This design comes from an exercise in tuning for small area and a short achievable clock period on the open sky130 flow, not from production work. Function was not checked in any run shown here: the RTL went through the layout flow alone. Power is estimated from default activity; no workload was simulated.

## flow/design.v (module list and top-level ports; edited modules follow where they fit)
// module alu: 19 lines
// module alu_flags: 11 lines
// module bshift: 68 lines
// module cond: 25 lines
// module multiplier: 461 lines
// module inst_decode: 10 lines
// module arm7_execute: 140 lines
module arm7_execute (
	input             clk,
	input      [31:0] instr_i,   
	input      [31:0] rn_i,      
	input      [31:0] rd_i,      
	input      [31:0] rs_i,      
	input      [31:0] rm_i,      
	input      [31:0] pc_i,      
	input      [3:0]  nzcv_i,    
	output     [31:0] result_o,
	output     [3:0]  nzcv_o,
	output reg        wb_o,
	output reg        exec_o
);
  // ...
==> flow/flow/run.sh <==
#!/bin/bash
set -euo pipefail
MARGIN=$(cat flow/margin)
bash standard.sh SETUP_SLACK_MARGIN=$MARGIN \
  "BUFFER_PORTS_ARGS=-buffer_cell sky130_fd_sc_hd__buf_2" finish > flow_standard.log 2>&1
==> flow/flow/margin <==
8
==> flow/standard.sh <==
#!/bin/bash
# synth_recipe.tcl (not shown) runs the flow's synth.tcl, then flattens the netlist and writes it again
# the make line also repeats each setting of config.mk as NAME=value (left out here)
make -C /OpenROAD-flow-scripts/flow DESIGN_CONFIG=/design/flow/config.mk WORK_HOME=/design/flow/orfs CLKGATE_MAP_FILE= SYNTH_SCRIPT=/design/flow/synth_recipe.tcl "${@:-finish}"
==> flow/config.mk <==
export PLATFORM = sky130hd
export DESIGN_NAME = arm7_execute
export DESIGN_NICKNAME = arm7_execute
export VERILOG_FILES = /design/flow/design.v
export SDC_FILE = /design/flow/constraint.sdc
export NUM_CORES = 4
export LEC_CHECK = 0
export CAP_MARGIN = 20
export CORE_MARGIN = 2
export CORE_UTILIZATION = 40
export SLEW_MARGIN = 20
export TNS_END_PERCENT = 10
==> flow/constraint.sdc <==
create_clock -name core_clock -period 13.0 [get_ports {clk}]
set_input_delay 2.6000 -clock core_clock [delete_from_list [all_inputs] [get_ports {clk}]]
set_output_delay 2.6000 -clock core_clock [all_outputs]
set_load 0.01 [all_outputs]
==> qor.txt, run 1 <==
Via density -> 6.44
Max Slew Vio Count -> 0
Later-pin clock latency in the skew report -> 490 ps
Status -> finished clean
Crit path time final -> 5740 ps
Initial DRC count -> 3,949
DR pass1 iterations -> 26
Worst hold slack -> 332 ps
Setup repair bufs after CTS -> 38
Port bufs -> 234
Seq/Total Area, Yosys -> 15.1%
Net count of the finished layout -> 3,854
Setup slack at placement -> 6350 ps
Post-layout util -> 46.4%
Post-cts sizing count -> 179
Post-synth EDFFs -> 0
Pwr Total -> 0.00291 W
Largest stage delay, worst path -> 600 ps
Syn nets -> 3,777
Sequential portion of the cell area -> 13.4%
Total grt overflow -> 0
Tapcells -> 864
Layout clock area frac -> 1.98%
Inverters -> 190
Synth cell types -> 93
First-pass GRT wire length -> 163,000 um
RSZ-0062 raised after global routing -> true
==> module arm7_execute, before the edit <==
module arm7_execute (
	input             clk,
	input      [31:0] instr_i,   
	input      [31:0] rn_i,      
	input      [31:0] rd_i,      
	input      [31:0] rs_i,      
	input      [31:0] rm_i,      
	input      [31:0] pc_i,      
	input      [3:0]  nzcv_i,    
	output     [31:0] result_o,
	output     [3:0]  nzcv_o,
	output reg        wb_o,
	output reg        exec_o
);
wire is_dp, is_mul, is_ls, is_br;
inst_decode InstructionDecoder(
	.ir(instr_i), .is_dp(is_dp), .is_mul(is_mul), .is_ls(is_ls), .is_br(is_br));
wire [3:0] op = is_dp ? instr_i[24:21] : (is_ls & ~instr_i[23]) ? 4'd2 : 4'd4;
reg arith, inv1, inv2, sub, wb, zero1, sel_ms, sel_mc;
reg [1:0] cmode;    
always @* begin
	arith = 1'b0; inv1 = 1'b0; inv2 = 1'b0; sub = 1'b0; wb = 1'b1;
	zero1 = 1'b0; sel_ms = 1'b0; sel_mc = 1'b0; cmode = 2'd0;
	case (op)
		4'd0:  sel_mc = 1'b1;                                         
		4'd1:  sel_ms = 1'b1;                                         
		4'd2:  begin arith = 1'b1; inv2 = 1'b1; sub = 1'b1; cmode = 2'd1; end  
		4'd3:  begin arith = 1'b1; inv1 = 1'b1; sub = 1'b1; cmode = 2'd1; end  
		4'd4:  arith = 1'b1;                                          
		4'd5:  begin arith = 1'b1; cmode = 2'd2; end                  
		4'd6:  begin arith = 1'b1; inv2 = 1'b1; sub = 1'b1; cmode = 2'd2; end  
		4'd7:  begin arith = 1'b1; inv1 = 1'b1; sub = 1'b1; cmode = 2'd2; end  
		4'd8:  begin sel_mc = 1'b1; wb = 1'b0; end                    
		4'd9:  begin sel_ms = 1'b1; wb = 1'b0; end                    
		4'd10: begin arith = 1'b1; inv2 = 1'b1; sub = 1'b1; cmode = 2'd1; wb = 1'b0; end  
		4'd11: begin arith = 1'b1; wb = 1'b0; end                     
		4'd12: begin sel_ms = 1'b1; sel_mc = 1'b1; end                
		4'd13: begin sel_ms = 1'b1; zero1 = 1'b1; end                 
		4'd14: begin sel_mc = 1'b1; inv2 = 1'b1; end                  
		default: begin sel_ms = 1'b1; zero1 = 1'b1; inv2 = 1'b1; end  
	endcase
end
wire [31:0] op1_raw = is_mul ? (instr_i[21] ? rd_i : 32'd0) :
                      is_br  ? (pc_i - 32'd4) : rn_i;
wire [31:0] op1_d   = zero1 ? 32'd0 : (op1_raw ^ {32{inv1}});
wire [31:0] sh_out;
wire        sh_c;
bshift BarrelShifter(
	.instr_bit_25(instr_i[25]), .imm_value(instr_i[11:0]), .Rm(rm_i), .Rs(rs_i[7:0]),
	.cin(nzcv_i[1]), .operand2(sh_out), .c_to_alu(sh_c));
wire [31:0] op2_raw = is_br ? {{6{instr_i[23]}}, instr_i[23:0], 2'b00} : sh_out;
wire [31:0] m3_d    = is_mul ? (rm_i + {rm_i[30:0], 1'b0}) : op2_raw;
reg [7:0] s1_d, s2_d, s3_d, s4_d, ng_d;
reg       dot0_d;
integer j;
reg [3:0] bb;
reg [2:0] q;
always @* begin
	for (j = 0; j < 8; j = j + 1) begin
		bb[0] = (j == 0) ? 1'b0 : rs_i[3*j-1];
		bb[1] = rs_i[3*j];
		bb[2] = rs_i[3*j+1];
		bb[3] = rs_i[3*j+2];
		q = bb[2:0] ^ {3{bb[3]}};
		s1_d[j] = is_mul & ~q[2] & (q[1] ^ q[0]);
		s2_d[j] = is_mul & ((~q[2] & q[1] & q[0]) | (q[2] & ~q[1] & ~q[0]));
		s3_d[j] = is_mul ? (q[2] & (q[1] ^ q[0])) : (j == 0);
		s4_d[j] = is_mul & q[2] & q[1] & q[0];
		ng_d[j] = is_mul ? bb[3] : ((j == 0) & inv2);
	end
	dot0_d = is_mul & rs_i[2];
end
wire [7:0] hi8_d = is_mul ? (rm_i[7:0] * rs_i[31:24] + (rm_i[7:0] & {8{rs_i[23]}})) : 8'd0;
wire exec_d;
cond conditionFieldChecker(
	.nzcv(nzcv_i), .condition_code(instr_i[31:28]),
	.will_this_be_executed(exec_d));
reg [31:0] op1_q, rm_q, m3_q;
reg [7:0]  s1_q, s2_q, s3_q, s4_q, ng_q, hi8_q;
reg        dot0_q, cin_q, arith_q, sel_ms_q, sel_mc_q, sub_q, inv1_q, a31_q;
reg        csh_q, v_q, wb_q, exec_q;
always @(posedge clk) begin
	op1_q    <= op1_d;
	rm_q     <= rm_i;
	m3_q     <= m3_d;
	s1_q     <= s1_d;
	s2_q     <= s2_d;
	s3_q     <= s3_d;
	s4_q     <= s4_d;
	ng_q     <= ng_d;
	hi8_q    <= hi8_d;
	dot0_q   <= dot0_d;
	cin_q    <= (cmode == 2'd1) | ((cmode == 2'd2) & nzcv_i[1]);
	arith_q  <= arith;
	sel_ms_q <= sel_ms;
	sel_mc_q <= sel_mc;
	sub_q    <= sub;
	inv1_q   <= inv1;
	a31_q    <= op1_raw[31];
	csh_q    <= sh_c;
	v_q      <= nzcv_i[0];
	wb_q     <= wb;
	exec_q   <= exec_d;
end
wire zfix = sub_q & (inv1_q ? (op1_q[30:0] == 31'h7fffffff) : (m3_q[30:0] == 31'd0));
wire [31:0] ps, pc_;
multiplier Multiplier(
	.m(rm_q), .m3(m3_q), .s1(s1_q), .s2(s2_q), .s3(s3_q), .s4(s4_q),
	.ng(ng_q), .dot0(dot0_q), .hi8(hi8_q), .S(ps), .C(pc_));
wire [31:0] alu_result;
wire        alu_cout, alu_c31, alu_e32, alu_e31;
alu ALU(
	.operand_1(op1_q), .ps(ps), .pc(pc_), .cin(cin_q), .arith(arith_q),
	.sel_ms(sel_ms_q), .sel_mc(sel_mc_q),
	.result(alu_result), .cout(alu_cout), .c31(alu_c31), .e32(alu_e32), .e31(alu_e31));
reg [31:0] res_q;
reg        cout_o, c31_o, e32_o, e31_o, arith_o, zfix_o, a31_o, b31_o, csh_o, v_o;
always @(posedge clk) begin
	res_q  <= alu_result;
	cout_o <= alu_cout;
	c31_o  <= alu_c31;
	e32_o  <= alu_e32;
	e31_o  <= alu_e31;
	arith_o <= arith_q;
	zfix_o <= zfix;
	a31_o  <= a31_q;
	b31_o  <= m3_q[31];
	csh_o  <= csh_q;
	v_o    <= v_q;
	wb_o   <= wb_q;
	exec_o <= exec_q;
end
wire c_flag, v_flag;
alu_flags Flags(
	.cout(cout_o), .c31(c31_o), .e32(e32_o), .e31(e31_o), .arith(arith_o), .zfix(zfix_o),
	.a31(a31_o), .b31(b31_o), .c_from_shifter(csh_o), .v_old(v_o),
	.c_flag(c_flag), .v_flag(v_flag));
assign result_o = res_q;
assign nzcv_o   = {res_q[31], ~|res_q, c_flag, v_flag};
endmodule
==> inputs of run 2 (changes only) <==
--- a/flow/design.v
+++ b/flow/design.v
@@ -30,12 +30,15 @@
 endmodule
-module bshift(instr_bit_25, imm_value, Rm, Rs, cin, operand2, c_to_alu);
+module bshift_ctl(en, instr_bit_25, imm_value, Rs, sign, cin,
+                  r, ma, m_ones, m_left, m_right, f1, fill,
+                  c_rot31, c_rot0, c_const, imm_out);
+	input        en;              
 	input        instr_bit_25;
 	input [11:0] imm_value;
-	input [31:0] Rm;
 	input [7:0]  Rs;
+	input        sign;            
 	input        cin;
-	output [31:0] operand2;
-	output        c_to_alu;
-	wire   [31:0] reg_out;
-	wire          reg_c;
+	output [4:0] r, ma;
+	output       m_ones, m_left, m_right, f1, fill;
+	output       c_rot31, c_rot0, c_const;
+	output [31:0] imm_out;        
 	wire [2:0] sh       = imm_value[6:4];
@@ -53,10 +56,31 @@
 	wire       rrx  = ror & ~reg_form & (a5 == 5'd0);
-	wire       sign = Rm[31];
-	wire       imm  = 1'b0;   
-	wire [31:0] src = imm ? {24'd0, imm_value[7:0]} : Rm;
-	wire        pre = ~imm & lsl;
-	wire [4:0]  r   = imm ? {imm_value[11:8], 1'b0} :
-	                  rrx ? 5'd1 : (a5 ^ {5{lsl}});
-	wire [31:0] sp = pre  ? {src[0],    src[31:1]}  : src;
-	wire [31:0] s0 = r[0] ? {sp[0],     sp[31:1]}   : sp;
+	assign r  = lsl ? (5'd0 - a5) : rrx ? 5'd1 : a5;
+	assign ma = rrx ? 5'd1 : a5;
+	assign m_ones  = en & ((ror | az) & ~rrx);
+	assign m_left  = en & lsl & ~az & ~hi;
+	assign m_right = en & ((lsr & ~az & ~hi) | (asr & ~az & ~hi) | rrx |
+	                       (asr & hi & ~a32 & sign & le64 & (amt != 8'd64)));
+	assign f1   = en & asr & hi;
+	assign fill = en & (((asr & ~az & ~hi) | (asr & a32)) ? sign : (rrx ? cin : 1'b0));
+	assign c_rot31 = en & (((lsr | asr) & ~az & ~hi) | (lsr & a32) | rrx | (ror & ~rrx & (a5 != 5'd0)));
+	assign c_rot0  = en & lsl & ~az & (~hi | a32);
+	wire [4:0]  ri = {imm_value[11:8], 1'b0};
+	wire [31:0] i0 = {24'd0, imm_value[7:0]};
+	wire [31:0] i1 = ri[1] ? {i0[1:0],   i0[31:2]}   : i0;
+	wire [31:0] i2 = ri[2] ? {i1[3:0],   i1[31:4]}   : i1;
+	wire [31:0] i3 = ri[3] ? {i2[7:0],   i2[31:8]}   : i2;
+	assign imm_out = ri[4] ? {i3[15:0],  i3[31:16]}  : i3;
+	assign c_const = instr_bit_25 ? ((imm_value[11:8] == 4'd0) ? cin : imm_out[31]) :
+	                 (az | (ror & ~rrx)) ? cin :
+	                 (asr & hi & le64) ? sign : 1'b0;
+endmodule
+module bshift_dp(Rm, r, ma, m_ones, m_left, m_right, f1, fill,
+                 c_rot31, c_rot0, c_const, operand2, c_to_alu);
+	input [31:0] Rm;
+	input [4:0]  r, ma;
+	input        m_ones, m_left, m_right, f1, fill;
+	input        c_rot31, c_rot0, c_const;
+	output [31:0] operand2;
+	output        c_to_alu;
+	wire [31:0] s0 = r[0] ? {Rm[0],     Rm[31:1]}   : Rm;
 	wire [31:0] s1 = r[1] ? {s0[1:0],   s0[31:2]}   : s0;
@@ -65,7 +89,2 @@
 	wire [31:0] rot = r[4] ? {s3[15:0], s3[31:16]}  : s3;
-	wire m_ones = imm | ((ror | az) & ~rrx);
-	wire m_left = ~imm & lsl & ~az & ~hi;
-	wire m_right = ~imm & ((lsr & ~az & ~hi) | (asr & ~az & ~hi) | rrx |
-	                       (asr & hi & ~a32 & sign & le64 & (amt != 8'd64)));
-	wire [4:0] ma = rrx ? 5'd1 : a5;
 	reg  [31:0] lmask, rmask;
@@ -79,20 +98,4 @@
 	wire [31:0] M = {32{m_ones}} | ({32{m_left}} & lmask) | ({32{m_right}} & rmask);
-	wire f1   = ~imm & asr & hi;                  
-	wire fill = ~imm & ((asr & ~az & ~hi) | (asr & a32) ? sign : (rrx ? cin : 1'b0));
-	assign reg_out = ((rot | {32{f1}}) & M) | ({32{fill}} & ~M);
-	wire c_rot31 = imm ? (imm_value[11:8] != 4'd0) :
-	               ((lsr | asr) & ~az & ~hi) | (lsr & a32) | rrx | (ror & ~rrx & (a5 != 5'd0));
-	wire c_rot0  = ~imm & lsl & ~az & (~hi | a32);
-	wire c_const = (imm | az | (ror & ~rrx)) ? cin :
-	               (asr & hi & le64) ? sign : 1'b0;
-	assign reg_c = c_rot31 ? rot[31] : c_rot0 ? rot[0] : c_const;
-	wire [4:0]  ri = {imm_value[11:8], 1'b0};
-	wire [31:0] i0 = {24'd0, imm_value[7:0]};
-	wire [31:0] i1 = ri[1] ? {i0[1:0],   i0[31:2]}   : i0;
-	wire [31:0] i2 = ri[2] ? {i1[3:0],   i1[31:4]}   : i1;
-	wire [31:0] i3 = ri[3] ? {i2[7:0],   i2[31:8]}   : i2;
-	wire [31:0] iv = ri[4] ? {i3[15:0],  i3[31:16]}  : i3;
-	wire        ic = (imm_value[11:8] == 4'd0) ? cin : iv[31];
-	assign operand2 = instr_bit_25 ? iv : reg_out;
-	assign c_to_alu = instr_bit_25 ? ic : reg_c;
+	assign operand2 = ((rot | {32{f1}}) & M) | ({32{fill}} & ~M);
+	assign c_to_alu = c_rot31 ? rot[31] : c_rot0 ? rot[0] : c_const;
 endmodule
@@ -639,9 +642,15 @@
 wire [31:0] op1_d   = zero1 ? 32'd0 : (op1_raw ^ {32{inv1}});
-wire [31:0] sh_out;
-wire        sh_c;
-bshift BarrelShifter(
-	.instr_bit_25(instr_i[25]), .imm_value(instr_i[11:0]), .Rm(rm_i), .Rs(rs_i[7:0]),
-	.cin(nzcv_i[1]), .operand2(sh_out), .c_to_alu(sh_c));
-wire [31:0] op2_raw = is_br ? {{6{instr_i[23]}}, instr_i[23:0], 2'b00} : sh_out;
-wire [31:0] m3_d    = is_mul ? (rm_i + {rm_i[30:0], 1'b0}) : op2_raw;
+wire shift_en = ~is_mul & ~is_br & ~instr_i[25];
+wire pass     = ~is_mul & (is_br | instr_i[25]);
+wire [4:0]  sh_r, sh_ma;
+wire        sh_ones, sh_left, sh_right, sh_f1, sh_fill, sh_c31, sh_c0, sh_cc;
+wire [31:0] rot_imm;
+bshift_ctl ShiftControl(
+	.en(shift_en), .instr_bit_25(instr_i[25]), .imm_value(instr_i[11:0]),
+	.Rs(rs_i[7:0]), .sign(rm_i[31]), .cin(nzcv_i[1]),
+	.r(sh_r), .ma(sh_ma), .m_ones(sh_ones), .m_left(sh_left), .m_right(sh_right),
+	.f1(sh_f1), .fill(sh_fill), .c_rot31(sh_c31), .c_rot0(sh_c0), .c_const(sh_cc),
+	.imm_out(rot_imm));
+wire [31:0] m3_d = is_mul ? (rm_i + {rm_i[30:0], 1'b0}) :
+                   is_br  ? {{6{instr_i[23]}}, instr_i[23:0], 2'b00} : rot_imm;
 reg [7:0] s1_d, s2_d, s3_d, s4_d, ng_d;
@@ -660,5 +669,5 @@
 		s2_d[j] = is_mul & ((~q[2] & q[1] & q[0]) | (q[2] & ~q[1] & ~q[0]));
-		s3_d[j] = is_mul ? (q[2] & (q[1] ^ q[0])) : (j == 0);
+		s3_d[j] = is_mul ? (q[2] & (q[1] ^ q[0])) : ((j == 0) & pass);
 		s4_d[j] = is_mul & q[2] & q[1] & q[0];
-		ng_d[j] = is_mul ? bb[3] : ((j == 0) & inv2);
+		ng_d[j] = is_mul ? bb[3] : ((j == 0) & pass & inv2);
 	end
@@ -674,3 +683,5 @@
 reg        dot0_q, cin_q, arith_q, sel_ms_q, sel_mc_q, sub_q, inv1_q, a31_q;
-reg        csh_q, v_q, wb_q, exec_q;
+reg        v_q, wb_q, exec_q;
+reg [4:0]  r_q, ma_q;
+reg        ones_q, left_q, right_q, f1_q, fill_q, c31sel_q, c0sel_q, cc_q, pass_q, invb_q;
 always @(posedge clk) begin
@@ -693,3 +704,14 @@
 	a31_q    <= op1_raw[31];
-	csh_q    <= sh_c;
+	r_q      <= sh_r;
+	ma_q     <= sh_ma;
+	ones_q   <= sh_ones;
+	left_q   <= sh_left;
+	right_q  <= sh_right;
+	f1_q     <= sh_f1;
+	fill_q   <= sh_fill;
+	c31sel_q <= sh_c31;
+	c0sel_q  <= sh_c0;
+	cc_q     <= sh_cc;
+	pass_q   <= pass;
+	invb_q   <= inv2 & shift_en;
 	v_q      <= nzcv_i[0];
@@ -698,3 +720,2 @@
 end
-wire zfix = sub_q & (inv1_q ? (op1_q[30:0] == 31'h7fffffff) : (m3_q[30:0] == 31'd0));
 wire [31:0] ps, pc_;
@@ -703,2 +724,11 @@
 	.ng(ng_q), .dot0(dot0_q), .hi8(hi8_q), .S(ps), .C(pc_));
+wire [31:0] sh_out;
+wire        csh_q;
+bshift_dp Shifter(
+	.Rm(rm_q), .r(r_q), .ma(ma_q), .m_ones(ones_q), .m_left(left_q), .m_right(right_q),
+	.f1(f1_q), .fill(fill_q), .c_rot31(c31sel_q), .c_rot0(c0sel_q), .c_const(cc_q),
+	.operand2(sh_out), .c_to_alu(csh_q));
+wire [31:0] op2 = sh_out | (m3_q & {32{pass_q}});
+wire [31:0] qs = ps | (sh_out ^ {32{invb_q}});
+wire zfix = sub_q & (inv1_q ? (op1_q[30:0] == 31'h7fffffff) : (op2[30:0] == 31'd0));
 wire [31:0] alu_result;
@@ -706,3 +736,3 @@
 alu ALU(
-	.operand_1(op1_q), .ps(ps), .pc(pc_), .cin(cin_q), .arith(arith_q),
+	.operand_1(op1_q), .ps(qs), .pc(pc_), .cin(cin_q), .arith(arith_q),
 	.sel_ms(sel_ms_q), .sel_mc(sel_mc_q),
@@ -720,3 +750,3 @@
 	a31_o  <= a31_q;
-	b31_o  <= m3_q[31];
+	b31_o  <= op2[31];
 	csh_o  <= csh_q;
==> flow/flow/margin (replaced) <==
9
--- a/flow/config.mk
+++ b/flow/config.mk
@@ -11,2 +11,2 @@
 export SLEW_MARGIN = 20
-export TNS_END_PERCENT = 10
+export TNS_END_PERCENT = 0
==> qor.txt, run 2 <==
Power Density -> 103 nW/um2 (was 95.6 nW/um2)
Mean post-synth cell area -> 8.69 um2 (was 8.06 um2)
Global routing's busiest layer -> met2 (unchanged)
Die area -> 69,900 um2 (was 68,200 um2)
Syn nets -> 3,621 (was 3,777)
TritonCTS clock tree -> built (unchanged)
GRT Util Overall -> 28.2% (was 31.7%)
Peak supply drop -> 0.0000949 V (was 0.0000747 V)
Initial DRC count -> 3,053 (was 3,949)
Leakage -> 12.5 nW (was 12.6 nW)
Post-Syn Instances -> 3,124 (was 3,282)
Share of cells above drive strength 1 -> 21.5% (was 18.9%)
Post-detail-place hpwl -> 74,400 um (was 81,500 um)
Setup tns final -> 0 ps (unchanged)
Final Hold Vio Count -> 0 (unchanged)
CTS buffer count -> 27 (was 17)
Total grt overflow -> 0 (unchanged)
Placed instance area -> 28,500 um2 (was 28,100 um2)
Die height -> 264 um (was 261 um)
P&R area growth vs syn -> 13.8% (was 15.2%)
Hold WC Path Type -> reg2reg (unchanged)
Met2 Track Usage GR -> 44.7% (was 50.9%)
First-pass GRT wire length -> 154,000 um (was 163,000 um)
Max-cap violations -> 0 (unchanged)
# H-tree levels -> 1 (was 4)
Boundary Pins -> 235 (unchanged)
Yosys reg bits -> 219 (was 200)
DR pass1 iterations -> 6 (was 26)
CP max FO -> 14 (was 19)
Post-layout util -> 46.0% (was 46.4%)
F_max -> 0.181 GHz (was 0.174 GHz)
Final Setup Violations -> 0 (unchanged)
Starting Density -> 40.4% (was 40.3%)
Post-synth top area share -> 16.2% (was 15.1%)
Max Slew Vio Count -> 0 (unchanged)
Seq/Total Area, Yosys -> 16.2% (was 15.1%)
Gpl congestion -> 0.938 (was 0.987)
Port bufs -> 234 (unchanged)
Vias in the first global route -> 24,420 (was 25,547)
Top post-synthesis cells by area -> dfxtp_1 (16%), fa_1 (12%), xnor2_1 (7.3%) (was dfxtp_1 (15%), fa_1 (12%), xnor2_1 (7.5%))
Root Buffer -> clkbuf_16 (unchanged)
Synth Cell Area -> 27,100 um2 (was 26,400 um2)
Core Footprint -> 67,200 um2 (was 65,600 um2)
Non-Filler Instances -> 4,056 (was 4,237)
Largest net degree at the start of global routing -> 66 (unchanged)
DRT Wirelength -> 104,000 um (was 112,000 um)
Worst-path clk slew -> 60 ps (was 80 ps)
Initial antenna violation count -> 2 (was 4)
Worst hold slack -> 323 ps (was 332 ps)
Synth cell types -> 88 (was 93)
Via density -> 6.37 (was 6.44)
Crit path time final -> 5510 ps (was 5740 ps)
Net count of the finished layout -> 3,656 (was 3,854)
Internal reg-to-reg setup slack -> 7490 ps (was 7260 ps)
Crit end category -> register (unchanged)
Crit share post-route -> 42.4% (was 44.1%)
Worst endpoint data arrival time -> 5920 ps (was 6120 ps)
Critical path class -> reg2reg (unchanged)
Count leader, synth -> xnor2_1 (was nand2_1)
Post-synth EDFFs -> 0 (unchanged)
Post-synth ARST share -> 0% (unchanged)
Via Count -> 25,821 (was 27,304)
Clk_skew -> 38.3 ps (was 21.3 ps)
Synth warn -> 3 (unchanged)
Kind of start point of the critical path -> register (unchanged)
Antenna Violating Nets Remaining -> 0 (unchanged)
Commonest non-fill, non-tap cell in the layout -> buf_2 (was nand2_1)
TritonCTS Sinks -> 219 (was 200)
Rows -> 95 (was 94)
Top cell type by total area after synthesis -> dfxtp_1 (unchanged)
Top FF cell, synth -> dfxtp_1 (unchanged)
Post-DR wirelength/cell -> 25.6 um (was 26.5 um)
Later-pin clock latency in the skew report -> 580 ps (was 490 ps)
Die X -> 264 um (was 261 um)
Remaining DRCs -> 0 (unchanged)
RSZ-0062 raised after global routing -> true (unchanged)
Worst slew pin tran -> 1060 ps (was 954 ps)
Grt met3 use -> 5.03% (was 6.91%)
Leading cell types by count after synthesis -> xnor2_1 (227), clkbuf_1 (219), dfxtp_1 (219), a221oi_1 (202), a21oi_1 (200) (was nand2_1 (266), xnor2_1 (226), clkbuf_1 (218), nor2_1 (214), a21oi_1 (212))
Most frequent cells in the layout -> buf_2 (234), xnor2_1 (225), a21oi_1 (191), nor2_1 (190), inv_1 (169) (was nand2_1 (258), xnor2_1 (223), buf_2 (219), nor2_1 (210), a21oi_1 (196))
Dpl cells -> 3,968 (was 4,141)
Status -> finished clean (unchanged)
Met1 Resource Use GR -> 38.0% (was 39.6%)
Slew margin rel. -> 29.1% (was 36.4%)
Clk buf depth -> 3 (was 2)
Final instance area -> 30,900 um2 (was 30,500 um2)
Worst path required time -> 13,400 ps (was 13,380 ps)
## run 2: changes by cell type in the layout (fill, tap and decap cells not counted), sizes merged, moves of 15 or more
cell | before | now
dfxtp | 200 | 219
o211ai | 36 | 16
xor2 | 114 | 133
nor2 | 216 | 192
o21ai | 138 | 113
a32o | 16 | 0
mux2 | 20 | 39
nand2b | 16 | 46
mux2i | 73 | 57
a21oi | 216 | 201
buf | 345 | 300
mux4 | 3 | 65
nand2 | 268 | 160
## run 2: final cells by class
type,instances,area [um2]
antenna,3,7.51
clock buffer,34,742
clock inverter,16,210
fill,6500,36300
inverter,180,683
multi-input combinational,2425,21700
sequential,219,4520
tap,873,1090
timing repair buffer,305,1970
timing repair inverter,1,7.51
## run 2: stage by stage
step,setup slack [ps],power (W)
2_1_floorplan,7390,0.00182
3_3_place_gp,6790,0.00221
4_1_cts,7520,0.00306
3_5_place_dp,6780,0.00221
5_1_grt,7290,0.00334
6_report,7490,0.00317
## run 2: timing repair
item / 4_1_cts / 5_1_grt
pin swaps: 20 / 47
gates resized for setup: 136 / 129
hold buffers: 0 / 0
buffers inserted: 12 / 16
endpoints found under the setup margin: 156 / 175
cloned: 5 / 2
## run 2: cell families (layout without fill, tap and decap cells)
family                   Yosys count  after routing  synth area share [%]
multiplexers                     161            161                  9.50
other                              0              3                     0
adder cells (fa/ha/maj)          300            300                  18.3
AO/OA/AOI/OAI                    904            904                  24.1
buffers and inverters            480            536                  7.10
flip-flops                       219            219                  16.2
XOR/XNOR                         360            360                  11.6
AND/OR/NAND/NOR                  700            700                  13.2
## run 2: worst paths after layout
path,to,start,cells past startpoint
setup reg to reg,res_q[30],r_q[1],21
setup / recovery,res_q[30],r_q[1],21
hold reg to reg,v_o,v_q,0
hold / removal,v_o,v_q,0
## run 2: routing by layer
| metal | wire length [um] | part of all wire [%] |
|---|---|---|
| met2 | 46300 | 45 |
| met3 | 9880 | 9.5 |
| met5 | 0 | 0 |
| met4 | 5350 | 5.2 |
| met1 | 42100 | 41 |
## run 2: critical path, cell delays in order, from the launching register on
cell and delay (ps):
dfxtp_4 410, buf_16 160, mux4_1 580, mux2_2 290, mux4_2 560, o31ai_4 210
xor2_1 170, nand2b_1 140, fa_1 530, ha_2 190, inv_1 60, fa_2 360
nor2b_1 160, o31a_1 250, o31ai_4 110, nand3_1 160, o2111ai_4 160, o211ai_1 310
nand3_1 120, and3b_1 200, xor2_1 130, a21oi_1 70
## run 2: power by group
part | total [W] | switching, W | leakage [nW] | internal, W
Sequential | 0.000885 | 0.000124 | 1.84 | 0.000762
Combinational | 0.00148 | 0.000823 | 10.2 | 0.000660
Clock | 0.000803 | 0.000316 | 0.453 | 0.000486
==> inputs of run 3 (changes only) <==
==> flow/flow/margin (replaced) <==
8
==> qor.txt, run 3 <==
Status -> finished clean (unchanged)
Antenna Violating Nets Remaining -> 0 (unchanged)
Seq/Total Area, Yosys -> 16.2% (unchanged)
Share of cells above drive strength 1 -> 21.5% (unchanged)
Synth Cell Area -> 27,100 um2 (unchanged)
Power Density -> 103 nW/um2 (unchanged)
F_max -> 0.181 GHz (unchanged)
Gpl congestion -> 0.938 (unchanged)
Peak supply drop -> 0.0000949 V (unchanged)
Starting Density -> 40.4% (unchanged)
Post-layout util -> 46.0% (unchanged)
Core Footprint -> 67,200 um2 (unchanged)
Leakage -> 12.5 nW (unchanged)
Crit end category -> register (unchanged)
Post-Syn Instances -> 3,124 (unchanged)
Vias in the first global route -> 24,420 (unchanged)
P&R area growth vs syn -> 13.8% (unchanged)
Final Hold Vio Count -> 0 (unchanged)
Mean post-synth cell area -> 8.69 um2 (unchanged)
Worst-path clk slew -> 60 ps (about the same)
Synth cell types -> 88 (unchanged)
# H-tree levels -> 1 (unchanged)
Kind of start point of the critical path -> register (unchanged)
Net count of the finished layout -> 3,656 (unchanged)
Leading cell types by count after synthesis -> xnor2_1 (227), clkbuf_1 (219), dfxtp_1 (219), a221oi_1 (202), a21oi_1 (200) (unchanged)
Rows -> 95 (unchanged)
Count leader, synth -> xnor2_1 (unchanged)
Top cell type by total area after synthesis -> dfxtp_1 (unchanged)
Root Buffer -> clkbuf_16 (unchanged)
DR pass1 iterations -> 6 (unchanged)
Later-pin clock latency in the skew report -> 580 ps (about the same)
Die X -> 264 um (unchanged)
Via Count -> 25,821 (unchanged)
Slowest cell on the critical path -> mux4_1 (unchanged)
Via density -> 6.37 (unchanged)
Synth warn -> 3 (unchanged)
Initial DRC count -> 3,053 (unchanged)
CTS buffer count -> 27 (unchanged)
TritonCTS Sinks -> 219 (unchanged)
Worst slew pin tran -> 1060 ps (unchanged)
Critical path class -> reg2reg (unchanged)
Crit share post-route -> 42.4% (unchanged)
Worst endpoint data arrival time -> 5920 ps (about the same)
Most frequent cells in the layout -> buf_2 (234), xnor2_1 (225), a21oi_1 (191), nor2_1 (190), inv_1 (169) (unchanged)
Crit path time final -> 5510 ps (unchanged)
Post-DR wirelength/cell -> 25.6 um (unchanged)
Max Slew Vio Count -> 0 (unchanged)
Top post-synthesis cells by area -> dfxtp_1 (16%), fa_1 (12%), xnor2_1 (7.3%) (unchanged)
Slew margin rel. -> 29.1% (unchanged)
Post-synth EDFFs -> 0 (unchanged)
Remaining DRCs -> 0 (unchanged)
CP cell instances -> buf_16, mux4_1, mux2_2, mux4_2, o31ai_4, xor2_1, nand2b_1, fa_1, ha_2, inv_1, fa_2, nor2b_1, o31a_1, o31ai_4, nand3_1, o2111ai_4, o211ai_1, nand3_1, and3b_1, xor2_1, a21oi_1 (unchanged)
Die area -> 69,900 um2 (unchanged)
TritonCTS clock tree -> built (unchanged)
Post-detail-place hpwl -> 74,400 um (unchanged)
Port bufs -> 234 (unchanged)
Commonest non-fill, non-tap cell in the layout -> buf_2 (unchanged)
Largest stage delay, worst path -> 580 ps (about the same)
Total grt overflow -> 0 (unchanged)
Post-synth top area share -> 16.2% (unchanged)
Filler cells -> 6,500 (unchanged)
Placed instance area -> 28,500 um2 (unchanged)
First-pass GRT wire length -> 154,000 um (unchanged)
CP max FO -> 14 (unchanged)
Syn nets -> 3,621 (unchanged)
Final instance area -> 30,900 um2 (unchanged)
Setup tns final -> 0 ps (unchanged)
RSZ-0062 raised after global routing -> true (unchanged)
Die height -> 264 um (unchanged)
Largest net degree at the start of global routing -> 66 (unchanged)
GRT Util Overall -> 28.2% (unchanged)
Worst path required time -> 13,400 ps (about the same)
DRT Wirelength -> 104,000 um (unchanged)
Clk buf depth -> 3 (unchanged)
Top FF cell, synth -> dfxtp_1 (unchanged)
Post-synth ARST share -> 0% (unchanged)
Yosys reg bits -> 219 (unchanged)
Initial antenna violation count -> 2 (unchanged)
Final Setup Violations -> 0 (unchanged)
Max-cap violations -> 0 (unchanged)
Clk_skew -> 38.3 ps (unchanged)
Hold WC Path Type -> reg2reg (unchanged)
Boundary Pins -> 235 (unchanged)
## run 3: where the power goes
group          total [W]  internal (W)  switching [W]  leakage, nW
Clock           0.000803      0.000486       0.000316        0.453
Sequential      0.000885      0.000762       0.000124         1.84
Combinational    0.00148      0.000660       0.000823         10.2
Total            0.00317       0.00191        0.00126         12.5
## run 3: layer usage
layer  track usage [%]  part of all wire (%)  routed length [um]  up-vias
met5                 0                     0                   0        -
met3              5.03                   9.5                9880      317
li1                  -                     -                   -    11546
met4              11.7                   5.2                5350        0
met1              38.0                    41               42100    12449
met2              44.7                    45               46300     1509
## run 3: final timing paths
path | start | end | slack (ps) | depth (start not counted)
max reg2reg | r_q[1] | res_q[30] | 7490 | 21
min | v_q | v_o | 320 | 0
max | r_q[1] | res_q[30] | 7490 | 21
min reg2reg | v_q | v_o | 320 | 0
## run 3: kinds of logic after synthesis
| family | share of synthesized area (%) |
|---|---|
| xor gates and xnor gates | 11.6 |
| DFF | 16.2 |
| muxes | 9.50 |
| adders and majority gates | 18.3 |
| AOI/OAI and AO/OA | 24.1 |
| and+or+nand+nor | 13.2 |
| buffers and inverters | 7.10 |
## run 3: repair_timing
item / 4_1_cts / 5_1_grt
setup endpoints to repair: 60 / 73
hold buffers: 0 / 0
gates cloned: 5 / 2
setup buffers: 12 / 16
pin swaps: 20 / 47
gates resized for setup: 136 / 129
## run 3: final cells by class
class	instances	area [um2]	area share [%]
clock buffers	34	742	2.40
repair buffers	305	1970	6.38
well taps	873	1090	3.54
multi-input cells	2425	21700	70.1
repair inverters	1	7.51	0.0243
clock inverters	16	210	0.680
diodes	3	7.51	0.0243
flip-flops and latches	219	4520	14.6
inverters	180	683	2.21
## run 3: metrics by stage
stage	power, W	setup slack [ps]	std cells	hold WS, ps
floorplan	0.00182	7390	3124	310
global placement	0.00221	6790	3968	310
detailed placement	0.00221	6780	3968	312
CTS	0.00306	7520	4035	322
global route	0.00334	7290	4055	327
finish	0.00317	7490	4056	323
## run 3: critical path, delay by kind of cell (launching register included)
family | cells | cell delay, ps
mux | 3 | 1430
compound gates | 6 | 1110
fa+ha+maj | 3 | 1080
simple gates | 5 | 780
flops | 1 | 410
xor+xnor | 2 | 300
buf+inv | 2 | 220
==> module alu, before the edit <==
module alu(operand_1, ps, pc, cin, arith, sel_ms, sel_mc,
           result, cout, c31, e32, e31);
	input  [31:0] operand_1, ps, pc;
	input         cin, arith, sel_ms, sel_mc;
	output [31:0] result;
	output        cout, c31, e32, e31;
	wire [32:0] kk = {1'b0, ps} + {1'b0, pc};
	wire [31:0] kl = {1'b0, ps[30:0]} + {1'b0, pc[30:0]};
	wire k32 = kk[32], k31 = kl[31];
	wire [31:0] ms = operand_1 ^ ps ^ pc;
	wire [31:0] mc = (operand_1 & ps) | (operand_1 & pc) | (ps & pc);
	wire [32:0] sum  = {1'b0, ms} + {1'b0, mc[30:0], cin};
	assign cout = sum[32];
	assign c31  = sum[31] ^ ms[31] ^ mc[30];
	assign e32 = mc[31] ^ k32;
	assign e31 = mc[30] ^ k31;
	wire [31:0] logic_r = (ms & {32{sel_ms}}) | (mc & {32{sel_mc}});
	assign result = arith ? sum[31:0] : logic_r;
endmodule
==> inputs of run 4 (changes only) <==
--- a/flow/design.v
+++ b/flow/design.v
@@ -6,14 +6,15 @@
 	output        cout, c31, e32, e31;
-	wire [32:0] kk = {1'b0, ps} + {1'b0, pc};
-	wire [31:0] kl = {1'b0, ps[30:0]} + {1'b0, pc[30:0]};
-	wire k32 = kk[32], k31 = kl[31];
+	wire k31, k32;
+	carry31_32 K(.a(ps), .b(pc), .k31(k31), .k32(k32));
 	wire [31:0] ms = operand_1 ^ ps ^ pc;
 	wire [31:0] mc = (operand_1 & ps) | (operand_1 & pc) | (ps & pc);
-	wire [32:0] sum  = {1'b0, ms} + {1'b0, mc[30:0], cin};
-	assign cout = sum[32];
-	assign c31  = sum[31] ^ ms[31] ^ mc[30];
+	wire [31:0] hs = ms ^ {mc[30:0], 1'b0};
+	wire [31:0] logic_r = (ms & {32{sel_ms}}) | (mc & {32{sel_mc}});
+	wire [32:0] c;
+	add32_sk A(.a(ms), .b({mc[30:0], 1'b0}), .cin(cin), .c(c));
+	assign result = (arith ? hs : logic_r) ^ (c[31:0] & {32{arith}});
+	assign cout = c[32];
+	assign c31  = c[31];
 	assign e32 = mc[31] ^ k32;
 	assign e31 = mc[30] ^ k31;
-	wire [31:0] logic_r = (ms & {32{sel_ms}}) | (mc & {32{sel_mc}});
-	assign result = arith ? sum[31:0] : logic_r;
 endmodule
@@ -30,2 +31,205 @@
 endmodule
+module add32_sk(a, b, cin, c);
+input [31:0] a, b; input cin; output [32:0] c;
+wire [31:0] p0 = a ^ b;
+wire [31:0] g0 = a & b;
+wire gg0_0 = g0[0] | (p0[0] & cin);
+wire g1_1 = g0[1] | (p0[1] & gg0_0);
+wire g1_3 = g0[3] | (p0[3] & g0[2]);
+wire p1_3 = p0[3] & p0[2];
+wire g1_5 = g0[5] | (p0[5] & g0[4]);
+wire p1_5 = p0[5] & p0[4];
+wire g1_7 = g0[7] | (p0[7] & g0[6]);
+wire p1_7 = p0[7] & p0[6];
+wire g1_9 = g0[9] | (p0[9] & g0[8]);
+wire p1_9 = p0[9] & p0[8];
+wire g1_11 = g0[11] | (p0[11] & g0[10]);
+wire p1_11 = p0[11] & p0[10];
+wire g1_13 = g0[13] | (p0[13] & g0[12]);
+wire p1_13 = p0[13] & p0[12];
+wire g1_15 = g0[15] | (p0[15] & g0[14]);
+wire p1_15 = p0[15] & p0[14];
+wire g1_17 = g0[17] | (p0[17] & g0[16]);
+wire p1_17 = p0[17] & p0[16];
+wire g1_19 = g0[19] | (p0[19] & g0[18]);
+wire p1_19 = p0[19] & p0[18];
+wire g1_21 = g0[21] | (p0[21] & g0[20]);
+wire p1_21 = p0[21] & p0[20];
+wire g1_23 = g0[23] | (p0[23] & g0[22]);
+wire p1_23 = p0[23] & p0[22];
+wire g1_25 = g0[25] | (p0[25] & g0[24]);
+wire p1_25 = p0[25] & p0[24];
+wire g1_27 = g0[27] | (p0[27] & g0[26]);
+wire p1_27 = p0[27] & p0[26];
+wire g1_29 = g0[29] | (p0[29] & g0[28]);
+wire p1_29 = p0[29] & p0[28];
+wire g1_31 = g0[31] | (p0[31] & g0[30]);
+wire p1_31 = p0[31] & p0[30];
+wire g2_2 = g0[2] | (p0[2] & g1_1);
+wire g2_3 = g1_3 | (p1_3 & g1_1);
+wire g2_6 = g0[6] | (p0[6] & g1_5);
+wire p2_6 = p0[6] & p1_5;
+wire g2_7 = g1_7 | (p1_7 & g1_5);
+wire p2_7 = p1_7 & p1_5;
+wire g2_10 = g0[10] | (p0[10] & g1_9);
+wire p2_10 = p0[10] & p1_9;
+wire g2_11 = g1_11 | (p1_11 & g1_9);
+wire p2_11 = p1_11 & p1_9;
+wire g2_14 = g0[14] | (p0[14] & g1_13);
+wire p2_14 = p0[14] & p1_13;
+wire g2_15 = g1_15 | (p1_15 & g1_13);
+wire p2_15 = p1_15 & p1_13;
+wire g2_18 = g0[18] | (p0[18] & g1_17);
+wire p2_18 = p0[18] & p1_17;
+wire g2_19 = g1_19 | (p1_19 & g1_17);
+wire p2_19 = p1_19 & p1_17;
+wire g2_22 = g0[22] | (p0[22] & g1_21);
+wire p2_22 = p0[22] & p1_21;
+wire g2_23 = g1_23 | (p1_23 & g1_21);
+wire p2_23 = p1_23 & p1_21;
+wire g2_26 = g0[26] | (p0[26] & g1_25);
+wire p2_26 = p0[26] & p1_25;
+wire g2_27 = g1_27 | (p1_27 & g1_25);
+wire p2_27 = p1_27 & p1_25;
+wire g2_30 = g0[30] | (p0[30] & g1_29);
+wire p2_30 = p0[30] & p1_29;
+wire g2_31 = g1_31 | (p1_31 & g1_29);
+wire p2_31 = p1_31 & p1_29;
+wire g3_4 = g0[4] | (p0[4] & g2_3);
+wire g3_5 = g1_5 | (p1_5 & g2_3);
+wire g3_6 = g2_6 | (p2_6 & g2_3);
+wire g3_7 = g2_7 | (p2_7 & g2_3);
+wire g3_12 = g0[12] | (p0[12] & g2_11);
+wire p3_12 = p0[12] & p2_11;
+wire g3_13 = g1_13 | (p1_13 & g2_11);
+wire p3_13 = p1_13 & p2_11;
+wire g3_14 = g2_14 | (p2_14 & g2_11);
+wire p3_14 = p2_14 & p2_11;
+wire g3_15 = g2_15 | (p2_15 & g2_11);
+wire p3_15 = p2_15 & p2_11;
+wire g3_20 = g0[20] | (p0[20] & g2_19);
+wire p3_20 = p0[20] & p2_19;
+wire g3_21 = g1_21 | (p1_21 & g2_19);
+wire p3_21 = p1_21 & p2_19;
+wire g3_22 = g2_22 | (p2_22 & g2_19);
+wire p3_22 = p2_22 & p2_19;
+wire g3_23 = g2_23 | (p2_23 & g2_19);
+wire p3_23 = p2_23 & p2_19;
+wire g3_28 = g0[28] | (p0[28] & g2_27);
+wire p3_28 = p0[28] & p2_27;
+wire g3_29 = g1_29 | (p1_29 & g2_27);
+wire p3_29 = p1_29 & p2_27;
+wire g3_30 = g2_30 | (p2_30 & g2_27);
+wire p3_30 = p2_30 & p2_27;
+wire g3_31 = g2_31 | (p2_31 & g2_27);
+wire p3_31 = p2_31 & p2_27;
+wire g4_8 = g0[8] | (p0[8] & g3_7);
+wire g4_9 = g1_9 | (p1_9 & g3_7);
+wire g4_10 = g2_10 | (p2_10 & g3_7);
+wire g4_11 = g2_11 | (p2_11 & g3_7);
+wire g4_12 = g3_12 | (p3_12 & g3_7);
+wire g4_13 = g3_13 | (p3_13 & g3_7);
+wire g4_14 = g3_14 | (p3_14 & g3_7);
+wire g4_15 = g3_15 | (p3_15 & g3_7);
+wire g4_24 = g0[24] | (p0[24] & g3_23);
+wire p4_24 = p0[24] & p3_23;
+wire g4_25 = g1_25 | (p1_25 & g3_23);
+wire p4_25 = p1_25 & p3_23;
+wire g4_26 = g2_26 | (p2_26 & g3_23);
+wire p4_26 = p2_26 & p3_23;
+wire g4_27 = g2_27 | (p2_27 & g3_23);
+wire p4_27 = p2_27 & p3_23;
+wire g4_28 = g3_28 | (p3_28 & g3_23);
+wire p4_28 = p3_28 & p3_23;
+wire g4_29 = g3_29 | (p3_29 & g3_23);
+wire p4_29 = p3_29 & p3_23;
+wire g4_30 = g3_30 | (p3_30 & g3_23);
+wire p4_30 = p3_30 & p3_23;
+wire g4_31 = g3_31 | (p3_31 & g3_23);
+wire p4_31 = p3_31 & p3_23;
+wire g5_16 = g0[16] | (p0[16] & g4_15);
+wire g5_17 = g1_17 | (p1_17 & g4_15);
+wire g5_18 = g2_18 | (p2_18 & g4_15);
+wire g5_19 = g2_19 | (p2_19 & g4_15);
+wire g5_20 = g3_20 | (p3_20 & g4_15);
+wire g5_21 = g3_21 | (p3_21 & g4_15);
+wire g5_22 = g3_22 | (p3_22 & g4_15);
+wire g5_23 = g3_23 | (p3_23 & g4_15);
+wire g5_24 = g4_24 | (p4_24 & g4_15);
+wire g5_25 = g4_25 | (p4_25 & g4_15);
+wire g5_26 = g4_26 | (p4_26 & g4_15);
+wire g5_27 = g4_27 | (p4_27 & g4_15);
+wire g5_28 = g4_28 | (p4_28 & g4_15);
+wire g5_29 = g4_29 | (p4_29 & g4_15);
+wire g5_30 = g4_30 | (p4_30 & g4_15);
+wire g5_31 = g4_31 | (p4_31 & g4_15);
+assign c = {g5_31, g5_30, g5_29, g5_28, g5_27, g5_26, g5_25, g5_24, g5_23, g5_22, g5_21, g5_20, g5_19, g5_18, g5_17, g5_16, g4_15, g4_14, g4_13, g4_12, g4_11, g4_10, g4_9, g4_8, g3_7, g3_6, g3_5, g3_4, g2_3, g2_2, g1_1, gg0_0, cin};
+endmodule
+module carry31_32(a, b, k31, k32);
+input [31:0] a, b; output k31, k32;
+wire [31:0] p0 = a ^ b;
+wire [31:0] g0 = a & b;
+wire tg1 = g0[30] | (p0[30] & g0[29]);
+wire tp1 = p0[30] & p0[29];
+wire tg2 = g0[28] | (p0[28] & g0[27]);
+wire tp2 = p0[28] & p0[27];
+wire tg3 = tg1 | (tp1 & tg2);
+wire tp3 = tp1 & tp2;
+wire tg4 = g0[26] | (p0[26] & g0[25]);
+wire tp4 = p0[26] & p0[25];
+wire tg5 = g0[24] | (p0[24] & g0[23]);
+wire tp5 = p0[24] & p0[23];
+wire tg6 = tg4 | (tp4 & tg5);
+wire tp6 = tp4 & tp5;
+wire tg7 = tg3 | (tp3 & tg6);
+wire tp7 = tp3 & tp6;
+wire tg8 = g0[22] | (p0[22] & g0[21]);
+wire tp8 = p0[22] & p0[21];
+wire tg9 = g0[20] | (p0[20] & g0[19]);
+wire tp9 = p0[20] & p0[19];
+wire tg10 = tg8 | (tp8 & tg9);
+wire tp10 = tp8 & tp9;
+wire tg11 = g0[18] | (p0[18] & g0[17]);
+wire tp11 = p0[18] & p0[17];
+wire tg12 = g0[16] | (p0[16] & g0[15]);
+wire tp12 = p0[16] & p0[15];
+wire tg13 = tg11 | (tp11 & tg12);
+wire tp13 = tp11 & tp12;
+wire tg14 = tg10 | (tp10 & tg13);
+wire tp14 = tp10 & tp13;
+wire tg15 = tg7 | (tp7 & tg14);
+wire tp15 = tp7 & tp14;
+wire tg16 = g0[14] | (p0[14] & g0[13]);
+wire tp16 = p0[14] & p0[13];
+wire tg17 = g0[12] | (p0[12] & g0[11]);
+wire tp17 = p0[12] & p0[11];
+wire tg18 = tg16 | (tp16 & tg17);
+wire tp18 = tp16 & tp17;
+wire tg19 = g0[10] | (p0[10] & g0[9]);
+wire tp19 = p0[10] & p0[9];
+wire tg20 = g0[8] | (p0[8] & g0[7]);
+wire tp20 = p0[8] & p0[7];
+wire tg21 = tg19 | (tp19 & tg20);
+wire tp21 = tp19 & tp20;
+wire tg22 = tg18 | (tp18 & tg21);
+wire tp22 = tp18 & tp21;
+wire tg23 = g0[6] | (p0[6] & g0[5]);
+wire tp23 = p0[6] & p0[5];
+wire tg24 = g0[4] | (p0[4] & g0[3]);
+wire tp24 = p0[4] & p0[3];
+wire tg25 = tg23 | (tp23 & tg24);
+wire tp25 = tp23 & tp24;
+wire tg26 = g0[2] | (p0[2] & g0[1]);
+wire tp26 = p0[2] & p0[1];
+wire tg27 = tg26 | (tp26 & g0[0]);
+wire tp27 = tp26 & p0[0];
+wire tg28 = tg25 | (tp25 & tg27);
+wire tp28 = tp25 & tp27;
+wire tg29 = tg22 | (tp22 & tg28);
+wire tp29 = tp22 & tp28;
+wire tg30 = tg15 | (tp15 & tg29);
+wire tp30 = tp15 & tp29;
+assign k31 = tg30;
+assign k32 = g0[31] | (p0[31] & tg30);
+endmodule
 module bshift_ctl(en, instr_bit_25, imm_value, Rs, sign, cin,
==> qor.txt, run 4 <==
Status -> finished clean (unchanged)
Post-DR wirelength/cell -> 25.9 um (was 25.6 um)
Hold WC Path Type -> reg2reg (unchanged)
Core Footprint -> 64,700 um2 (was 67,200 um2)
CP max FO -> 20 (was 14)
Synth cell types -> 78 (was 88)
Vias in the first global route -> 24,655 (was 24,420)
# H-tree levels -> 1 (unchanged)
Crit share post-route -> 43.9% (was 42.4%)
Top post-synthesis cells by area -> dfxtp_1 (17%), fa_1 (12%), xnor2_1 (7.9%) (was dfxtp_1 (16%), fa_1 (12%), xnor2_1 (7.3%))
Worst min-delay path endpoint -> wb_o (was v_o)
Clk_skew -> 28.3 ps (was 38.3 ps)
Post-synth EDFFs -> 0 (unchanged)
Mean post-synth cell area -> 8.65 um2 (was 8.69 um2)
TritonCTS Sinks -> 219 (unchanged)
Final Hold Vio Count -> 0 (unchanged)
Leading cell types by count after synthesis -> xnor2_1 (238), clkbuf_1 (224), dfxtp_1 (219), a221oi_1 (209), inv_1 (200) (was xnor2_1 (227), clkbuf_1 (219), dfxtp_1 (219), a221oi_1 (202), a21oi_1 (200))
Die area -> 67,800 um2 (was 69,900 um2)
Starting Density -> 40.6% (was 40.4%)
WP buf/inv -> 0 (was 2)
Initial antenna violation count -> 2 (unchanged)
Most frequent cells in the layout -> xnor2_1 (235), buf_2 (234), inv_1 (192), a21oi_1 (164), dfxtp_1 (164) (was buf_2 (234), xnor2_1 (225), a21oi_1 (191), nor2_1 (190), inv_1 (169))
Critical path class -> reg2reg (unchanged)
Die height -> 260 um (was 264 um)
Leakage -> 12.4 nW (was 12.5 nW)
Port bufs -> 234 (unchanged)
Antenna Violating Nets Remaining -> 0 (unchanged)
Max-cap violations -> 0 (unchanged)
Worst-path clk slew -> 60 ps (about the same)
Post-layout util -> 46.5% (was 46.0%)
Crit end category -> register (unchanged)
TritonCTS clock tree -> built (unchanged)
Synth warn -> 3 (unchanged)
Largest stage delay, worst path -> 670 ps (was 580 ps)
Max Slew Vio Count -> 0 (unchanged)
First-pass GRT wire length -> 154,000 um (about the same)
F_max -> 0.175 GHz (was 0.181 GHz)
CTS buffer count -> 28 (was 27)
WHS Path Cells -> 0 (unchanged)
Final Setup Violations -> 0 (unchanged)
Largest net degree at the start of global routing -> 66 (unchanged)
Rows -> 93 (was 95)
Die X -> 260 um (was 264 um)
Boundary Pins -> 235 (unchanged)
Post-synth ARST share -> 0% (unchanged)
Pwr Total -> 0.00300 W (was 0.00317 W)
DR pass1 iterations -> 6 (unchanged)
R2R depth -> 17 (was 21)
Crit path time final -> 5710 ps (was 5510 ps)
Total grt overflow -> 0 (unchanged)
Kind of start point of the critical path -> register (unchanged)
GRT Util Overall -> 29.6% (was 28.2%)
Worst hold start -> wb_q (was v_q)
Reg2Reg Capture Point -> res_q[19] (was res_q[30])
Syn nets -> 3,534 (was 3,621)
Worst slew pin tran -> 1100 ps (was 1060 ps)
Net count of the finished layout -> 3,605 (was 3,656)
Slew margin rel. -> 26.5% (was 29.1%)
Worst endpoint data arrival time -> 6110 ps (was 5920 ps)
Top cell type by total area after synthesis -> dfxtp_1 (unchanged)
Setup tns final -> 0 ps (unchanged)
Initial DRC count -> 2,958 (was 3,053)
Clk buf depth -> 3 (unchanged)
CP top delay family -> adder cells (was multiplexers)
Later-pin clock latency in the skew report -> 580 ps (about the same)
DRT Wirelength -> 103,000 um (was 104,000 um)
Remaining DRCs -> 0 (unchanged)
Worst path required time -> 13,410 ps (was 13,400 ps)
Share of cells above drive strength 1 -> 22.0% (was 21.5%)
RSZ-0062 raised after global routing -> true (unchanged)
Gpl congestion -> 0.941 (was 0.938)
Root Buffer -> clkbuf_16 (unchanged)
Internal reg-to-reg setup slack -> 7290 ps (was 7490 ps)
Via density -> 6.34 (was 6.37)
Cell mode on critical path -> fa_1
Count leader, synth -> xnor2_1 (unchanged)
Commonest non-fill, non-tap cell in the layout -> xnor2_1 (was buf_2)
P&R area growth vs syn -> 14.5% (was 13.8%)
Seq/Total Area, Yosys -> 16.7% (was 16.2%)
Power Density -> 99.7 nW/um2 (was 103 nW/um2)
R2r startpoint -> s1_q[4] (was r_q[1])
Top FF cell, synth -> dfxtp_1 (unchanged)
Post-synth top area share -> 16.7% (was 16.2%)
Yosys reg bits -> 219 (unchanged)
Slowest cell on the critical path -> dfxtp_2 (was mux4_1)
Via Count -> 25,284 (was 25,821)
Post-detail-place hpwl -> 77,500 um (was 74,400 um)
Post-Syn Instances -> 3,039 (was 3,124)
Synth Cell Area -> 26,300 um2 (was 27,100 um2)
Peak supply drop -> 0.0000809 V (was 0.0000949 V)
CP cell instances -> a222oi_1, xnor2_1, ha_1, fa_1, fa_1, fa_1, ha_1, a21o_1, a21o_1, a221oi_2, o22ai_2, o21a_1, or2_2, a211oi_1, nor2_1, nand2_1, o21ai_0 (was buf_16, mux4_1, mux2_2, mux4_2, o31ai_4, xor2_1, nand2b_1, fa_1, ha_2, inv_1, fa_2, nor2b_1, o31a_1, o31ai_4, nand3_1, o2111ai_4, o211ai_1, nand3_1, and3b_1, xor2_1, a21oi_1)
run 4: cell types whose count changed in the layout (fill, tap and decap cells not counted), sizes merged, moves of 15 or more:
cell,previous run,this run
a21oi,201,170
buf,300,332
inv,181,204
mux2i,57,35
nand2,160,132
nand2b,46,31
nor2,192,170
nor3,45,64
run 4: worst max-delay path by stage:
stage	cells after the start	slack (ps)	endpoint	start
6_report	17	7290	res_q[19]	s1_q[4]
5_1_grt	21	7100	res_q[15]	r_q[1]
4_1_cts	23	7470	res_q[30]	s2_q[0]
3_5_place_dp	23	6560	res_q[31]	s2_q[0]
3_3_place_gp	23	6650	res_q[30]	rm_q[12]
2_1_floorplan	13	7260	hi8_q[7]	rs_i[24]
run 4: where the power goes:
| group | switching, W | internal [W] |
|---|---|---|
| registers | 0.000104 | 0.000760 |
| clock network | 0.000315 | 0.000485 |
| logic | 0.000749 | 0.000589 |
| total | 0.00117 | 0.00183 |
run 4: area by class of cell:
class / instances / area [um2]
tap: 855 / 1070
inverter: 204 / 769
sequential: 219 / 4510
antenna: 1 / 2.50
fill: 6312 / 34600
timing repair buffer: 333 / 2090
clock inverter: 15 / 186
clock buffer: 35 / 777
multi-input combinational: 2324 / 20700
run 4: cells by family after synthesis:
family / share of synthesized area, %
AOI/OAI and AO/OA: 24.5
and+or+nand+nor: 12.7
buffers and inverters: 7.20
xor gates and xnor gates: 12.0
adders and majority gates: 18.8
DFF: 16.7
muxes: 8.19
run 4: repair_timing:
item | in CTS | in global routing
hold buffers | 0 | 0
hold endpoints to repair | 0 | 0
endpoints found under the setup margin | 43 | 76
resized for setup | 208 | 16
cloned | 2 | 0
pin swaps | 42 | 11
setup buffers | 60 | 1
run 4: through the flow:
step                      setup WS (ps)  area [um2]  hold WS [ps]  std cells
after floorplan                    7260       26400           310       3039
final                              7290       30100           325       3986
after detailed placement           6560       27700           313       3872
after global placement             6650       27700           313       3872
after global routing               7100       30100           335       3985
after CTS                          7470       30000           326       3984
run 4: per-layer routing:
metal,GRT usage [%],share of wire [%],vias to the layer above
met5,0,0.013,-
met4,14.6,5.8,2
met3,5.00,8.7,300
met2,46.8,45,1405
met1,39.3,41,12327
li1,-,-,11250
run 4: worst reg2reg max path: cells and delay by family, from the launching register on:
kind,cells,cell delay [ps]
flops,1,670
compound gates,8,1710
simple gates,3,470
xor+xnor,1,440
fa+ha+maj,5,2270

## separate check: timing with driven ports
No port has a modelled driver above. Below, the same layouts with a new extraction and two added sets of constraints.
Step 1, drivers: a clkbuf_16 drives clk and a buf_2 each remaining input, both assumed.
Step 2, shift: input delay + t, output delay - t, t = (earliest + latest rising clock arrival at the registers) / 2. This alone moves slack from input paths to output paths.
Slacks: ideal / step 1 / step 2; pairs: ideal / step 1.
run | t (ns) | slack for setup (ns) | worst setup path at the end | slew at the worst register clock pin (ns) | worst slew at a driven data input, ns
run 1 | 0.536 | 7.264 / 7.264 / 6.996 | input to register | 0.09 / 0.09 | 0.12
run 2 | 0.618 | 7.487 / 7.487 / 7.111 | input to register | 0.07 / 0.07 | 0.07
run 3 | 0.618 | 7.487 / 7.487 / 7.111 | input to register | 0.07 / 0.07 | 0.07
run 4 | 0.623 | 7.294 / 7.294 / 6.966 | input to register | 0.08 / 0.08 | 0.07
After both steps every run listed still meets setup and hold.
